What follows belongs to an exercise in optimizing a design on an open flow for small area; a production flow would make more cautious choices. Where RTL was checked, it was by simulation tests only, not by an equivalence proof against the original. No activity file was given, so power comes from the tool's default toggle rates.

==> module BridgeTop, before the edit <==
module BridgeTop(Hclk, Hresetn, Hwrite, Hreadyin, Hreadyout, Hwdata, Haddr, Htrans,
                Prdata, Penable, Pwrite, Pselx, Paddr, Pwdata, Hresp, Hrdata);
input Hclk, Hresetn, Hwrite, Hreadyin;
input [1:0] Htrans;
input [31:0] Hwdata, Haddr, Prdata;
output reg Penable, Pwrite, Hreadyout;
output [1:0] Hresp;
output reg [2:0] Pselx;
output reg [31:0] Paddr, Pwdata;
output [31:0] Hrdata;
assign Hrdata = Prdata;
assign Hresp = 2'b00;
localparam [2:0] S_IDLE   = 3'b000,
                 S_WWAIT  = 3'b001,
                 S_READ   = 3'b011,
                 S_WRITE  = 3'b111,
                 S_WRITEP = 3'b101,
                 S_ENABLE = 3'b100,
                 S_WEPR   = 3'b110,
                 S_WEPW   = 3'b010;
wire in_win = Haddr[31] & ~Haddr[30] & ~Haddr[29] & ~Haddr[28] & ~(Haddr[27] & Haddr[26]);
wire valid  = Hreadyin & Htrans[1] & in_win;
wire [2:0] selx = in_win ? {Haddr[27], Haddr[26], ~(Haddr[27] | Haddr[26])} : 3'b000;
reg [2:0] state, state_n;
reg [31:0] a_q, d_q;
always @(*) begin
    case (state)
        S_WWAIT, S_WEPW: state_n = valid ? S_WRITEP : S_WRITE;
        S_READ:          state_n = S_ENABLE;
        S_WRITE:         state_n = ~valid ? S_ENABLE : (Hwrite ? S_WEPW : S_WEPR);
        S_WRITEP:        state_n = Hwrite ? S_WEPW : S_WEPR;
        S_WEPR:          state_n = S_READ;
        default:         state_n = ~valid ? S_IDLE : (Hwrite ? S_WWAIT : S_READ);
    endcase
end
wire st_rd  = (state == S_READ);
wire st_wr  = (state == S_WRITE) | (state == S_WRITEP);
wire st_en  = (state == S_ENABLE) | (state == S_WEPR) | (state == S_WEPW);
wire st_sel = ~((state == S_IDLE) | (state == S_WWAIT));
wire hold   = (state == S_WEPW) & valid;
wire ld_a  = st_rd | st_wr;
wire ld_d  = st_wr;
wire a_new = Hresetn & ~hold;
wire a_old = Hresetn & hold;
wire p_new = Hresetn & ld_a;
wire p_old = Hresetn & ~ld_a;
wire w_new = Hresetn & ld_d;
wire w_old = Hresetn & ~ld_d;
always @(posedge Hclk) begin
    a_q    <= ({32{a_new}} & Haddr)  | ({32{a_old}} & a_q);
    d_q    <= ({32{a_new}} & Hwdata) | ({32{a_old}} & d_q);
    Paddr  <= ({32{p_new}} & a_q)    | ({32{p_old}} & Paddr);
    Pwdata <= ({32{w_new}} & d_q)    | ({32{w_old}} & Pwdata);
end
always @(posedge Hclk) begin
    if (~Hresetn) begin
        state      <= S_IDLE;
        Pwrite     <= 1'b0;
        Pselx      <= 3'b000;
        Penable    <= 1'b0;
        Hreadyout  <= 1'b0;
    end else begin
        state      <= state_n;
        if (ld_a)
            Pwrite <= st_wr;
        Pselx      <= st_sel ? selx : 3'b000;
        Penable    <= st_en;
        Hreadyout  <= ~ld_a;
    end
end
endmodule
export LEC_CHECK = 0
export CAP_MARGIN = 20
export CORE_MARGIN = 2
export CORE_UTILIZATION = 40
export GPL_TIMING_DRIVEN = 0
export SLEW_MARGIN = 20
export BUFFER_PORTS_ARGS = -buffer_cell sky130_fd_sc_hd__buf_1
export POST_FLOORPLAN_TCL = /design/flow/flow/downsize.tcl
export CTS_ARGS = -sink_clustering_enable -repair_clock_nets -dont_use_dummy_load -buf_list sky130_fd_sc_hd__clkbuf_4 -root_buf sky130_fd_sc_hd__clkbuf_8
create_clock -name core_clock -period 3.0 [get_ports {Hclk}]
standard.sh (not shown) runs the stock make flow with config.mk's settings and CLKGATE_MAP_FILE= SYNTH_SCRIPT=/design/flow/synth_recipe.tcl, a recipe that flattens the netlist after the stock synthesis.
==> flow/flow/run.sh <==
#!/bin/bash
# Own flow: the standard ORFS layout (standard.sh) with extra settings
# appended to config.mk from flow/extra.mk:
#  - port buffers from sky130_fd_sc_hd__buf_1 (every port still gets one),
#  - combinational cells from synthesis set to their smallest drive before
#    placement (repair_design and repair_timing upsize where needed),
#  - clock tree options.
# Each tool's full output is in standard_flow.log and the ORFS logs under orfs/logs.
set -euo pipefail
FLOWDIR=$(cd "$(dirname "${BASH_SOURCE[0]}")" && pwd)
sed "s#@FLOWDIR@#$FLOWDIR#g" "$FLOWDIR/extra.mk" >> config.mk
bash standard.sh > standard_flow.log 2>&1
Other scripts of this flow, unchanged in this note and not shown: flow/flow/downsize.tcl, flow/flow/extra.mk
Next try:
--- a/flow/design.v
+++ b/flow/design.v
@@ -14,10 +14,10 @@
 localparam [2:0] S_IDLE   = 3'b000,
                  S_WWAIT  = 3'b001,
-                 S_READ   = 3'b011,
-                 S_WRITE  = 3'b111,
-                 S_WRITEP = 3'b101,
-                 S_ENABLE = 3'b100,
+                 S_READ   = 3'b010,
+                 S_WRITE  = 3'b011,
+                 S_WRITEP = 3'b100,
+                 S_ENABLE = 3'b101,
                  S_WEPR   = 3'b110,
-                 S_WEPW   = 3'b010;
+                 S_WEPW   = 3'b111;
 wire in_win = Haddr[31] & ~Haddr[30] & ~Haddr[29] & ~Haddr[28] & ~(Haddr[27] & Haddr[26]);
 wire valid  = Hreadyin & Htrans[1] & in_win;
After rerunning: Critical path depth does not change. Cell area rises by 1.7%. Power rises by 24%. Global-route usage is higher by 1.1 points. Worst setup slack improved by 0.10 ns. Wire length increases by 11%. Fmax increases by 4.6%. Register-to-register slack gets worse by 0.10 ns. Sequential cell count does not change. Synthesized cell count increases by 5.6%.
Function not checked in the first run of this note: the RTL went through the layout flow alone.

## afterwards: timing with drivers on the ports
Ports are ideal in the flow. The routed layouts listed here were re-timed in OpenROAD.
Step 1 sets driving cells, clkbuf_16 on the clock port and buf_2 on the other inputs (assumed; they add their load-dependent delay and slew).
Step 2 moves the port delays by t, midway between the first and last clock arrival at a register: inputs arrive t later, outputs are due t later. That takes back most of the time a late clock gives input paths.
a / b / c = ideal / step 1 / step 2; a / b = the first two.
run	t, ns	setup slack, ns	worst register clock-pin slew, ns	worst slew at a driven data input, ns	cell pins on the clock port's net
the first run	0.411	0.644 / 0.658 / 0.247	0.11 / 0.11	0.12	1
the second run	0.416	0.747 / 0.757 / 0.341	0.11 / 0.11	0.16	1
After both steps setup and hold are still met in every run listed. The setup slack of the second run, which loses most, moves by +0.010 ns with the drivers and by -0.406 ns with both steps.
